Background: an optimization exercise with open tools, aiming at small area and few clock cycles per item. Do not read the settings as production practice.

== 11-06 ==
==> flow/design.v <==
`timescale 1ns / 1ps
module scrambler
 #(parameter WIDTH = 24)
  (input  [6:0]       lfsr,
   output [WIDTH-1:0] fb);
  genvar i;
  generate
    for (i = 0; i < WIDTH; i = i + 1) begin : gen_feedback
      if (i < 4)
        assign fb[i] = lfsr[i+3] ^ lfsr[i];
      else if (i < 7)
        assign fb[i] = lfsr[i] ^ fb[i-4];
      else
        assign fb[i] = fb[i-7] ^ fb[i-4];
    end
  endgenerate
endmodule
`timescale 1ns / 1ps
module encoder
 #(parameter WIDTH = 24)
  (input  [WIDTH-1:0]   data,
   input  [5:0]         history,
   input  [3:0]         tuser,
   output reg [2*WIDTH-1:0] coded);
  wire [WIDTH-1:0] g0;
  wire [WIDTH-1:0] g1;
  wire [2*WIDTH-1:0] hr;
  wire [2*WIDTH-1:0] tfr;
  wire [2*WIDTH-1:0] ttr;
  wire [WIDTH+5:0] operand = {data, history};
  wire [WIDTH+5:0] a;
  wire [WIDTH+5:0] b;
  genvar i;
  generate
    for (i = 3; i < WIDTH + 6; i = i + 1) begin : gen_a
      assign a[i] = operand[i] ^ operand[i-2];
    end
    assign a[2:0] = 3'b000;
    for (i = 6; i < WIDTH + 6; i = i + 1) begin : gen_b
      assign b[i] = a[i] ^ operand[i-6];
    end
    assign b[5:0] = 6'b000000;
    for (i = 0; i < WIDTH; i = i + 1) begin : gen_poly
      assign g0[i] = b[i+6] ^ a[i+3];
      assign g1[i] = b[i+6] ^ a[i+5];
    end
    for (i = 0; i < 2*WIDTH-1; i = i + 2) begin : gen_half_rate
      assign hr[i]   = g0[i/2];
      assign hr[i+1] = g1[i/2];
    end
    for (i = 0; i < 3*WIDTH/2-2; i = i + 3) begin : gen_two_thirds
      assign ttr[i]   = g0[2*(i/3)];
      assign ttr[i+1] = g1[2*(i/3)];
      assign ttr[i+2] = g0[2*(i/3)+1];
    end
    for (i = 0; i < 4*WIDTH/3-3; i = i + 4) begin : gen_three_fourths
      assign tfr[i]   = g0[i-i/4];
      assign tfr[i+1] = g1[i-i/4];
      assign tfr[i+2] = g0[i-i/4+1];
      assign tfr[i+3] = g1[i-i/4+2];
    end
  endgenerate
  assign ttr[2*WIDTH-1:3*WIDTH/2] = 0;
  assign tfr[2*WIDTH-1:4*WIDTH/3] = 0;
  always @*
    case (tuser)
      4'b1111, 4'b0111, 4'b1011, 4'b0011:
        coded = tfr;
      4'b0001:
        coded = ttr;
      default:
        coded = hr;
    endcase
endmodule
`timescale 1ns / 1ps
module system
  #(parameter WIDTH = 24)
   (input aclk,
    input aresetn,
    input [WIDTH-1:0] s_axis_tdata,
    input s_axis_tvalid,
    output s_axis_tready,
    input s_axis_tlast,
    input [3:0] s_axis_tuser,
    output [2*WIDTH-1:0] m_axis_tdata,
    output m_axis_tvalid,
    input m_axis_tready,
    output m_axis_tlast,
    output [3:0] m_axis_tuser);
    localparam SEED = 7'b1011101;
    reg [6:0]       lfsr;      
    reg [WIDTH-1:0] sdata;     
    reg [3:0]       tuser;
    reg             tlast;
    reg             tvalid;
    reg [5:0]       history;   
    wire [WIDTH-1:0] fb;
    scrambler #(.WIDTH(WIDTH)) scrambler_i(.lfsr(lfsr), .fb(fb));
    wire [WIDTH-1:0] smask = {sdata[WIDTH-1:WIDTH-7] & {7{~tlast}}, sdata[WIDTH-8:0]};
    assign s_axis_tready = ~tvalid | m_axis_tready;
    wire accept = s_axis_tvalid & s_axis_tready;
    always @(posedge aclk)
      if (~aresetn) begin
        lfsr   <= SEED;
        tlast  <= 1'b1;
        tvalid <= 1'b0;
      end
      else begin
        if (accept) begin
          lfsr  <= fb[WIDTH-1:WIDTH-7];
          tlast <= s_axis_tlast;
        end
        tvalid <= accept | (tvalid & ~m_axis_tready);
      end
    always @(posedge aclk)
      if (accept) begin
        sdata   <= s_axis_tdata ^ fb;
        tuser   <= s_axis_tuser;
        history <= smask[WIDTH-1:WIDTH-6];
      end
    encoder #(.WIDTH(WIDTH)) encoder_i(
        .data(smask),
        .history(history),
        .tuser(tuser),
        .coded(m_axis_tdata)
    );
    assign m_axis_tvalid = tvalid;
    assign m_axis_tlast  = tlast;
    assign m_axis_tuser  = tuser;
endmodule
clock: 4.0 ns
lec_check: 0
cap_margin: 20
core_margin: 2
core_utilization: 40
slew_margin: 20
run.sh (not shown) runs the stock make flow with config.mk's settings and CLKGATE_MAP_FILE= SYNTH_SCRIPT=/design/flow/synth_recipe.tcl, a recipe that flattens the netlist after the stock synthesis.
11-06 did not stop at any stage, and its layout met the timing, design-rule and antenna checks.
> inputs changed (11-06 -> 03-18)
--- a/flow/design.v
+++ b/flow/design.v
@@ -25,27 +25,17 @@
   wire [WIDTH-1:0] g0;
   wire [WIDTH-1:0] g1;
   wire [2*WIDTH-1:0] hr;
   wire [2*WIDTH-1:0] tfr;
   wire [2*WIDTH-1:0] ttr;
   wire [WIDTH+5:0] operand = {data, history};
-  wire [WIDTH+5:0] a;
-  wire [WIDTH+5:0] b;
   genvar i;
   generate
-    for (i = 3; i < WIDTH + 6; i = i + 1) begin : gen_a
-      assign a[i] = operand[i] ^ operand[i-2];
-    end
-    assign a[2:0] = 3'b000;
-    for (i = 6; i < WIDTH + 6; i = i + 1) begin : gen_b
-      assign b[i] = a[i] ^ operand[i-6];
-    end
-    assign b[5:0] = 6'b000000;
     for (i = 0; i < WIDTH; i = i + 1) begin : gen_poly
-      assign g0[i] = b[i+6] ^ a[i+3];
-      assign g1[i] = b[i+6] ^ a[i+5];
+      assign g0[i] = operand[i+6] ^ operand[i+4] ^ operand[i+3] ^ operand[i+1] ^ operand[i];
+      assign g1[i] = g0[i] ^ operand[i+5] ^ operand[i+1];
     end
     for (i = 0; i < 2*WIDTH-1; i = i + 2) begin : gen_half_rate
       assign hr[i]   = g0[i/2];
       assign hr[i+1] = g1[i/2];
     end
     for (i = 0; i < 3*WIDTH/2-2; i = i + 3) begin : gen_two_thirds
==> notes.md <==
03-18 was carried through to the last stage, and its layout satisfied the timing, design-rule and antenna checks.
Compared to 11-06, 03-18 leaves more free space in the core.
Changes observed in 03-18 relative to 11-06: final cycle utilization of the critical path went up 4.1 points; worst setup slack before clock tree synthesis down 0.16 ns; clock-pin slew on the worst setup and hold paths held steady.
Area growth from synthesis to layout in 03-18 is 0.94 points lower than in 11-06
03-18 vs 11-06, first-iteration DRC count went down by 7.
As far as placement row count goes, 03-18 and 11-06 are indistinguishable; the numbers are identical.
Compared 03-18 vs 11-06, and largest fanout on the critical path is down in 03-18.
Number of buffers and inverters on the critical path came out lower on 03-18 than on 11-06.
~same area after synthesis in 03-18 and 11-06
A launch point of the worst path of sdata[14] is what 11-06 shows, while sdata[15] belongs to 03-18.
Post-placement cell count for 03-18 is lower than for 11-06.
No run of this note included a check of the RTL's function; only the layout flow was run.

[separate check: timing with driven ports]
How much do the figures lean on ideal ports? The routed layouts below were timed once more, with nothing changed but the port constraints.
Step 1: set_driving_cell puts a clkbuf_16 on aclk and a buf_2 on each other input, an assumption about the parent block.
Step 2 also shifts input and output timing later by t, the mid clock arrival at the registers, as if the neighbouring blocks saw the same clock.
Three values: ideal, step 1, step 2; two values: the first two.
| run | shift t [ns] | setup WS [ns] | worst data-port slew with drivers (ns) |
|---|---|---|---|
| 11-06 | 0.315 | 0.646 / 0.621 / 0.935 | 0.04 |
| 03-18 | 0.324 | 0.482 / 0.455 / 0.778 | 0.04 |
After both steps every run listed still meets setup and hold.
